What follows belongs to an exercise in optimizing a design on an open flow for small area, a short achievable clock period and few clock cycles per item; a production flow would make more cautious choices. Function was checked by simulation only, so behaviour that the tests miss may differ from the original. Power is estimated from default activity; no workload was simulated.

## zinc
// kadai4
module kadai4 (
    input CLK,
    input RST,
    input [7:0] A,
    input [7:0] B,
    input ACK,
    input START,
    input HALT,
    output [15:0] X,
    output X_VALID,
    output REQ_AB
);
Size in the first run: roughly 550 cells after synthesis, about 39 I/O pins, ~0.0059 mm2 of cells after synthesis.
export LEC_CHECK = 0
export ABC_CLOCK_PERIOD_IN_PS = 2000
export CAP_MARGIN = 20
export CORE_MARGIN = 2
export CORE_UTILIZATION = 40
export CTS_BUF_LIST = sky130_fd_sc_hd__clkbuf_8
export CTS_CLUSTER_DIAMETER = 100
export CTS_CLUSTER_SIZE = 30
export SETUP_SLACK_MARGIN = 2.8
export SLEW_MARGIN = 20
create_clock -name core_clock -period 5.0 [get_ports {CLK}]
standard.sh (not shown) runs the stock make flow with config.mk's settings and CLKGATE_MAP_FILE= SYNTH_SCRIPT=/design/flow/synth_recipe.tcl, a recipe that flattens the netlist after the stock synthesis.
==> flow/flow/run.sh <==
#!/bin/bash
# The standard layout, with Yosys's full-adder extraction left out: the adder
# trees are mapped by ABC from plain gates instead of sky130 fa/ha cells.
set -euo pipefail
bash standard.sh ADDER_MAP_FILE= finish > flow.log 2>&1
Testbench counts of zinc, summed over its fixed seeds: cycles 3,264, items 1,536.
Here is what was changed in the inputs of raven compared with zinc.
Settings: SETUP_SLACK_MARGIN now 3.0, was 2.8.
==> flow/flow/run.sh <==
#!/bin/bash
# The standard layout, with Yosys's full-adder extraction left out (the adder
# trees are mapped by ABC from plain gates instead of sky130 fa/ha cells),
# plain buffers on the ports, and no dummy loads in the clock tree.
set -euo pipefail
bash standard.sh ADDER_MAP_FILE= \
  "BUFFER_PORTS_ARGS=-buffer_cell sky130_fd_sc_hd__buf_2" \
  "CTS_ARGS=-sink_clustering_enable -repair_clock_nets -dont_use_dummy_load -sink_clustering_size 40 -sink_clustering_max_diameter 150 -buf_list {sky130_fd_sc_hd__clkbuf_4 sky130_fd_sc_hd__clkbuf_8}" \
  finish > flow.log 2>&1
## What came out
On final worst-path cycle share: between raven and zinc, it ends up higher for zinc. Cell area after layout up about 1% in raven wrt zinc. Re number of cells on the critical path: no difference whatsoever between zinc and raven. Routed wire length grows by a few percent when moving from zinc to raven.
#### Input delta (cedar over raven)
Settings: swapping 40 for 55 in CORE_UTILIZATION; putting PLACE_DENSITY at 0.7 where nothing was set; putting ABC_AREA at 1 where nothing was set.
==> flow/flow/run.sh <==
#!/bin/bash
# The standard layout, with Yosys's full-adder extraction left out (the adder
# trees are mapped by ABC from plain gates instead of sky130 fa/ha cells),
# plain buffers on the ports, and no dummy loads in the clock tree.
set -euo pipefail
bash standard.sh ADDER_MAP_FILE= \
  "BUFFER_PORTS_ARGS=-buffer_cell sky130_fd_sc_hd__buf_2" \
  "CTS_ARGS=-sink_clustering_enable -repair_clock_nets -dont_use_dummy_load -sink_clustering_size 30 -sink_clustering_max_diameter 100 -buf_list sky130_fd_sc_hd__clkbuf_8" \
  finish > flow.log 2>&1
Reported net switching power went down by more than 10% going from raven to cedar.
cedar ended up with req as its source of the critical timing path; raven ended up with r5[5].
From raven to cedar the numbers moved as follows: critical path depth saw a decrease; global-route usage saw an increase.
[inputs] indigo vs cedar
Settings: removing ABC_AREA (formerly 1); changing CORE_UTILIZATION from 55 to 40; removing PLACE_DENSITY (formerly 0.7).
==> flow/flow/run.sh <==
#!/bin/bash
# The standard layout, with Yosys's full-adder extraction left out: the adder
# trees are mapped by ABC from plain gates instead of sky130 fa/ha cells.
set -euo pipefail
bash standard.sh ADDER_MAP_FILE= finish > flow.log 2>&1
- indigo: done, clean on timing, DRC and antenna
- Relative to cedar, number of tap instances has gone up in indigo.
- Diff indigo and cedar: met3 demand-to-capacity share in global routing higher in cedar
- Measured against each other, indigo and cedar differ in share of the clock period used by the worst path, the lower figure coming from cedar.
- When the final numbers for indigo and cedar were put side by side, the total cell area at the placement stage turned out to be smaller in indigo.

re-timing with driven ports:
The results above use ideal ports. As a check the final layouts listed here were re-extracted and re-timed, cells and wires unchanged. Step 1 sets driving cells, clkbuf_16 on the clock port and buf_2 on the other inputs (assumed; they add their load-dependent delay and slew). Step 2 times the ports against the registers' clock, not the clock port: input delays grow and output delays shrink by t, the midpoint of the rising clock arrivals with the driver on. a / b / c = ideal ports / drivers / drivers and shift; a / b = the first two.
run	t (ns)	setup WS [ns]	slew at the worst register clock pin (ns)
zinc	0.471	2.891 / 2.891 / 2.443	0.08 / 0.08
raven	0.470	2.983 / 2.983 / 2.818	0.09 / 0.09
cedar	0.462	3.081 / 3.048 / 2.714	0.08 / 0.08
indigo	0.474	2.999 / 2.999 / 2.593	0.08 / 0.08
After both steps setup and hold are still met in every run listed. The setup slack of zinc, which loses most, moves by 0.000 ns with the drivers and by -0.448 ns with both steps.
